This design comes from an exercise in tuning for small area and a short achievable clock period on the open sky130 flow, not from production work.
Only simulation tests tie the RTL to the original design; equivalence was not proved.

==> branch ember <==
Design synth, start of the top module:
module synth (reset, freqs, play, clk, out, volume);
	input  logic        reset, clk;
	input  logic [5:0]  play;
	input  logic [71:0] freqs;
	input  logic [23:0] volume;
	output logic [23:0] out;
	genvar n;
	logic [5:0][23:0] w;
	generate
		for (n = 0; n < 6; n = n + 1) begin : all_notes
			Triangle_wave tr_note (.freq(freqs[12*n +: 12]), .clk(clk), .out(w[n]), .reset(reset),
				.stop(~play[n]), .volume(volume[4*n +: 4]), .en(n < 5 ? play[n] : 1'b1));
		end
	endgenerate
	logic [5:0][22:0] wm;
	logic [5:0]       wn;
	generate
		for (n = 0; n < 6; n = n + 1) begin : mask
			if (n < 5) begin : m
				assign wm[n] = w[n][22:0];
				assign wn[n] = ~w[n][23];
			end else begin : m
				assign wm[n] = w[n][22:0];
				assign wn[n] = ~w[n][23];
			end
		end
	endgenerate
	logic [26:0] S, SA, SB;
	logic ms_w1, ms_w2, ms_w4, ms_w5, ms_w7, ms_w8, ms_w10, ms_w11, ms_w13, ms_w14, ms_w16, ms_w17;
	logic ms_w19, ms_w20, ms_w22, ms_w23, ms_w25, ms_w26, ms_w28, ms_w29, ms_w31, ms_w32, ms_w34, ms_w35;
  ...
Settings: LEC_CHECK=0, ABC_AREA=1, CAP_MARGIN=20, CORE_MARGIN=2, CORE_UTILIZATION=65, SLEW_MARGIN=20; clock period 120.0 ns.
standard.sh (not shown) runs the stock make flow with config.mk's settings and CLKGATE_MAP_FILE= SYNTH_SCRIPT=/design/flow/synth_recipe.tcl, a recipe that flattens the netlist after the stock synthesis.
==> flow/flow/run.sh <==
#!/bin/bash
# The standard layout (standard.sh) with three changes:
#  - synthesis keeps the fa and ha modules (one full or half adder each) whole
#    until the end, so that each maps to one adder cell, and skips the quick
#    ABC pass inside Yosys's synth (the flow's own ABC mapping still runs);
#  - plain buffers (buf_2) on the ports instead of the default delay cells.
# The final netlist is flattened by synth_recipe.tcl as usual.
set -euo pipefail
export SYNTH_KEEP_MODULES="fa ha"
export SYNTH_ARGS="-noabc"
export BUFFER_PORTS_ARGS="-buffer_cell sky130_fd_sc_hd__buf_2"
bash standard.sh > standard.log 2>&1
==> branch harbor: changes against branch ember <==
--- a/flow/design.v
+++ b/flow/design.v
@@ -5,21 +5,20 @@
 module ha (input logic a, b, output logic s, y);
 	assign s = a ^ b;
 	assign y = a & b;
 endmodule
 module fa1 (input logic a, b, output logic s, y);
 	assign s = ~(a ^ b);
 	assign y = a | b;
 endmodule
-module Triangle_wave (freq, clk, out, reset, stop, volume, en);
+module Triangle_wave (freq, clk, out, reset, stop, volume);
 	input  logic        clk, reset, stop;
 	input  logic [11:0] freq;
 	input  logic [3:0]  volume;
-	input  logic        en;       
 	output logic [23:0] out;
 	logic [14:0] v;       
 	logic        h;
 	logic [14:0] a;
 	logic ma_w1, ma_w2, ma_w4, ma_w5, ma_w7, ma_w8, ma_w10, ma_w11, ma_w13, ma_w14, ma_w16, ma_w17;
 	logic ma_w19, ma_w20, ma_w22, ma_w23, ma_w25, ma_w26, ma_w28, ma_w29, ma_w31, ma_w32, ma_w34, ma_w35;
 	logic ma_w37, ma_w38, ma_w40, ma_w41, ma_w43;
 	ha ma_u3 (.a(v[0]), .b(freq[0]), .s(ma_w1), .y(ma_w2));
@@ -150,44 +149,39 @@
 	fa mq_u168 (.a(mq_w122), .b(mq_w127), .c(mq_w164), .s(mq_w166), .y(mq_w167));
 	fa mq_u171 (.a(mq_w128), .b(mq_w130), .c(mq_w167), .s(mq_w169), .y(mq_w170));
 	fa mq_u174 (.a(ef[13]), .b(mq_w131), .c(mq_w170), .s(mq_w172), .y(mq_w173));
 	fa1 mq_u177 (.a(ef[14]), .b(mq_w173), .s(mq_w175), .y(mq_w176));
 	assign mq_w178 = ~mq_w176;
 	assign q = {mq_w178, mq_w175, mq_w172, mq_w169, mq_w166, mq_w163, mq_w160, mq_w157, mq_w154, mq_w151, mq_w148, mq_w145, mq_w142, mq_w139, mq_w136, mq_w133, mq_w22, mq_w16, mq_w10, mq_w7, mq_w4, mq_w1};
 	logic [31:0] s;
 	assign s = {{8{q[21]}}, q, 2'b00};
-	logic [24:0] y;
-	assign y = 25'(s >> {volume[3:1], 1'b0});
-	logic k0, k1;
-	assign k0 = en & ~volume[0];
-	assign k1 = en & volume[0];
-	assign out = (y[23:0] & {24{k0}}) | (y[24:1] & {24{k1}});
+	assign out = s >> volume;
 endmodule
 module synth (reset, freqs, play, clk, out, volume);
 	input  logic        reset, clk;
 	input  logic [5:0]  play;
 	input  logic [71:0] freqs;
 	input  logic [23:0] volume;
 	output logic [23:0] out;
 	genvar n;
 	logic [5:0][23:0] w;
 	generate
 		for (n = 0; n < 6; n = n + 1) begin : all_notes
 			Triangle_wave tr_note (.freq(freqs[12*n +: 12]), .clk(clk), .out(w[n]), .reset(reset),
-				.stop(~play[n]), .volume(volume[4*n +: 4]), .en(n < 5 ? play[n] : 1'b1));
+				.stop(~play[n]), .volume(volume[4*n +: 4]));
 		end
 	endgenerate
 	logic [5:0][22:0] wm;
 	logic [5:0]       wn;
 	generate
 		for (n = 0; n < 6; n = n + 1) begin : mask
 			if (n < 5) begin : m
-				assign wm[n] = w[n][22:0];
-				assign wn[n] = ~w[n][23];
+				assign wm[n] = w[n][22:0] & {23{play[n]}};
+				assign wn[n] = ~(w[n][23] & play[n]);
 			end else begin : m
 				assign wm[n] = w[n][22:0];
 				assign wn[n] = ~w[n][23];
 			end
 		end
 	endgenerate
 	logic [26:0] S, SA, SB;
 	logic ms_w1, ms_w2, ms_w4, ms_w5, ms_w7, ms_w8, ms_w10, ms_w11, ms_w13, ms_w14, ms_w16, ms_w17;
==> branch juniper: changes against branch ember <==
--- a/flow/design.v
+++ b/flow/design.v
@@ -75,18 +75,16 @@
 			h <= h ^ turn;
 		end
 	end
 	logic [14:0] e, ef, nf;
 	assign e  = v ^ {15{h}};
 	assign ef = {~e[14], e[13:0]};
 	assign nf = {e[14], ~e[13:0]};
 	logic [21:0] q;
-	logic        hn;
-	assign hn = ~h;
 	logic mq_w1, mq_w2, mq_w4, mq_w5, mq_w7, mq_w8, mq_w10, mq_w11, mq_w13, mq_w14, mq_w16, mq_w17;
 	logic mq_w19, mq_w20, mq_w22, mq_w23, mq_w25, mq_w26, mq_w28, mq_w29, mq_w31, mq_w32, mq_w34, mq_w35;
 	logic mq_w37, mq_w38, mq_w40, mq_w41, mq_w43, mq_w44, mq_w46, mq_w47, mq_w49, mq_w50, mq_w52, mq_w53;
 	logic mq_w55, mq_w56, mq_w58, mq_w59, mq_w61, mq_w62, mq_w64, mq_w65, mq_w67, mq_w68, mq_w70, mq_w71;
 	logic mq_w73, mq_w74, mq_w76, mq_w77, mq_w79, mq_w80, mq_w82, mq_w83, mq_w85, mq_w86, mq_w88, mq_w89;
 	logic mq_w91, mq_w92, mq_w94, mq_w95, mq_w97, mq_w98, mq_w100, mq_w101, mq_w103, mq_w104, mq_w106, mq_w107;
 	logic mq_w109, mq_w110, mq_w112, mq_w113, mq_w115, mq_w116, mq_w118, mq_w119, mq_w121, mq_w122, mq_w124, mq_w125;
 	logic mq_w127, mq_w128, mq_w130, mq_w131, mq_w133, mq_w134, mq_w136, mq_w137, mq_w139, mq_w140, mq_w142, mq_w143;
@@ -175,23 +173,18 @@
 			Triangle_wave tr_note (.freq(freqs[12*n +: 12]), .clk(clk), .out(w[n]), .reset(reset),
 				.stop(~play[n]), .volume(volume[4*n +: 4]), .en(n < 5 ? play[n] : 1'b1));
 		end
 	endgenerate
 	logic [5:0][22:0] wm;
 	logic [5:0]       wn;
 	generate
 		for (n = 0; n < 6; n = n + 1) begin : mask
-			if (n < 5) begin : m
-				assign wm[n] = w[n][22:0];
-				assign wn[n] = ~w[n][23];
-			end else begin : m
-				assign wm[n] = w[n][22:0];
-				assign wn[n] = ~w[n][23];
-			end
+			assign wm[n] = w[n][22:0];
+			assign wn[n] = ~w[n][23];
 		end
 	endgenerate
 	logic [26:0] S, SA, SB;
 	logic ms_w1, ms_w2, ms_w4, ms_w5, ms_w7, ms_w8, ms_w10, ms_w11, ms_w13, ms_w14, ms_w16, ms_w17;
 	logic ms_w19, ms_w20, ms_w22, ms_w23, ms_w25, ms_w26, ms_w28, ms_w29, ms_w31, ms_w32, ms_w34, ms_w35;
 	logic ms_w37, ms_w38, ms_w40, ms_w41, ms_w43, ms_w44, ms_w46, ms_w47, ms_w49, ms_w50, ms_w52, ms_w53;
 	logic ms_w55, ms_w56, ms_w58, ms_w59, ms_w61, ms_w62, ms_w64, ms_w65, ms_w67, ms_w68, ms_w70, ms_w71;
 	logic ms_w73, ms_w74, ms_w76, ms_w77, ms_w79, ms_w80, ms_w82, ms_w83, ms_w85, ms_w86, ms_w88, ms_w89;
@@ -484,29 +477,16 @@
 	assign S[21] = cpa_p[21] ^ cpa_G54;
 	assign S[22] = cpa_p[22] ^ cpa_G55;
 	assign S[23] = cpa_p[23] ^ cpa_G56;
 	assign S[24] = cpa_p[24] ^ cpa_G57;
 	assign S[25] = cpa_p[25] ^ cpa_G58;
 	assign S[26] = cpa_p[26] ^ cpa_G59;
 	logic [2:0] cnt;
 	assign cnt = play[0] + play[1] + play[2] + play[3] + play[4];
-	logic m3, m5;
-	logic [1:0] k;
-	always_comb begin
-		m3 = 0; m5 = 0; k = 0;
-		case (cnt)
-			3'd1: k = 1;
-			3'd2: m3 = 1;
-			3'd3: k = 2;
-			3'd4: m5 = 1;
-			3'd5: begin m3 = 1; k = 1; end
-			default: ;
-		endcase
-	end
 	logic [25:0] Q3, Q5;
 	logic [1:0]  r3 [27];
 	logic [4:0]  R5 [27];
 	assign r3[26] = {S[26], 1'b0};
 	assign R5[26] = S[26] ? 5'b10000 : 5'b00001;
 	generate
 		for (n = 25; n >= 0; n = n - 1) begin : div
 			logic b;
@@ -527,17 +507,17 @@
 	assign s3 = (cnt == 3'd2);
 	assign s4 = (cnt == 3'd3);
 	assign s5 = (cnt == 3'd4);
 	assign s6 = (cnt == 3'd5);
 	logic [23:0] Qs;
 	assign Qs = ({24{s1}} & S[23:0]) | ({24{s2}} & S[24:1]) | ({24{s4}} & S[25:2])
 	          | ({24{s3}} & Q3[23:0]) | ({24{s6}} & Q3[24:1]) | ({24{s5}} & Q5[23:0]);
 	logic inexact;
-	assign inexact = (s2 & S[0]) | (s4 & (S[1] | S[0])) | (s3 & r3[0] != 0) | (s6 & ((r3[0] != 0) | Q3[0]))
+	assign inexact = (s2 & S[0]) | (s4 & (S[1] | S[0])) | (s3 & (r3[0] != 0)) | (s6 & ((r3[0] != 0) | Q3[0]))
 	               | (s5 & ~R5[0][0]);
 	logic [23:0] ones;
 	assign ones[0] = S[26] & inexact;
 	generate
 		for (n = 1; n < 24; n = n + 1) begin : inc
 			assign ones[n] = ones[0] & (&Qs[n-1:0]);
 		end
 	endgenerate
==> flow/flow/run.sh (replaced) <==
#!/bin/bash
# The standard layout (standard.sh), with two changes:
#  - synthesis keeps the fa and ha modules (one full or half adder each) whole
#    until the end, so that each maps to one adder cell, and skips the quick
#    ABC pass inside Yosys's synth (the flow's own ABC mapping still runs);
#  - plain buffers (buf_2) on the ports instead of the default delay cells.
# synth_recipe.tcl still flattens the final netlist, so the registers and their
# names are those of the standard synthesis.
set -euo pipefail
export SYNTH_KEEP_MODULES="fa ha"
export SYNTH_ARGS="-noabc"
export BUFFER_PORTS_ARGS="-buffer_cell sky130_fd_sc_hd__buf_2"
bash standard.sh > standard.log 2>&1
==> comparison table <==
Outcome: branch harbor no timing/DRC/antenna violations; branch juniper no timing/DRC/antenna violations; branch ember no timing/DRC/antenna violations
Met1 Usage GRT: branch harbor 45.5%; branch juniper 44.7%; branch ember 44.4%
Part of the cycle the worst path needs: branch harbor 49.3%; branch juniper 49.0%; branch ember 48.8%
Final worst setup slack: branch harbor 60.83 ns; branch juniper 61.25 ns; branch ember 61.39 ns
Stages on the worst setup path: branch harbor 72; branch juniper 70; branch ember 73
Gpl congestion: branch harbor 1.04; branch juniper 0.995; branch ember 1.01
Flip-flop and latch share of the layout cell area: branch harbor 6.70%; branch juniper 6.83%; branch ember 6.84%
Proportion of synthesized area in mux cells: branch harbor 0.690%; branch juniper 1.49%; branch ember 1.49%
Reg2Reg Capture Point: branch harbor all_notes[4].tr_note.v[14]; branch juniper all_notes[1].tr_note.v[14]; branch ember all_notes[1].tr_note.v[14]
Worst r2r src: branch harbor all_notes[4].tr_note.v[0]; branch juniper all_notes[1].tr_note.v[0]; branch ember all_notes[1].tr_note.v[0]
Area occupied by multi-input gates: branch harbor 23100 sq um; branch juniper 22500 sq um; branch ember 22500 sq um
Number of non-clock inverters: branch harbor 512; branch juniper 540; branch ember 538
Routed metal-1 wirelength: branch harbor 31700 um; branch juniper 30300 um; branch ember 30100 um
Chip width: branch harbor 210 um; branch juniper 208 um; branch ember 208 um
FP Rows: branch harbor 75; branch juniper 74; branch ember 74
Share of the synthesized area in the top cell type: branch harbor 31.7%; branch juniper 32.4%; branch ember 32.4%
Total wire length: branch harbor 73600 um; branch juniper 71400 um; branch ember 71500 um

==> static timing again, ports no longer ideal <==
In the flow no input, the clock included, has a driving cell. The finished layouts below were timed again as built, in two steps.
Step 1 (the two cells are an assumption about what drives the block):
set clk [get_ports {clk}]
set_driving_cell -lib_cell sky130_fd_sc_hd__clkbuf_16 $clk
set_driving_cell -lib_cell sky130_fd_sc_hd__buf_2 [delete_from_list [all_inputs] $clk]
Step 2 moves the port delays by t, midway between the first and last clock arrival at a register: inputs arrive t later, outputs are due t later. That takes back most of the time a late clock gives input paths.
Slacks: no drivers / after step 1 / after step 2; pairs: no drivers / after step 1.
run	t (ns)	slack for setup (ns)	worst data-port slew with drivers (ns)	pins driven straight from the clock port
branch ember	0.450	61.389 / 61.348 / 61.348	0.07	1
branch harbor	0.462	60.825 / 60.803 / 60.803	0.08	1
branch juniper	0.455	61.247 / 61.208 / 61.208	0.07	1
After both steps every run listed still meets setup and hold. For branch ember, which loses most, drivers alone change the setup slack by -0.041 ns; drivers and shift together by -0.041 ns.
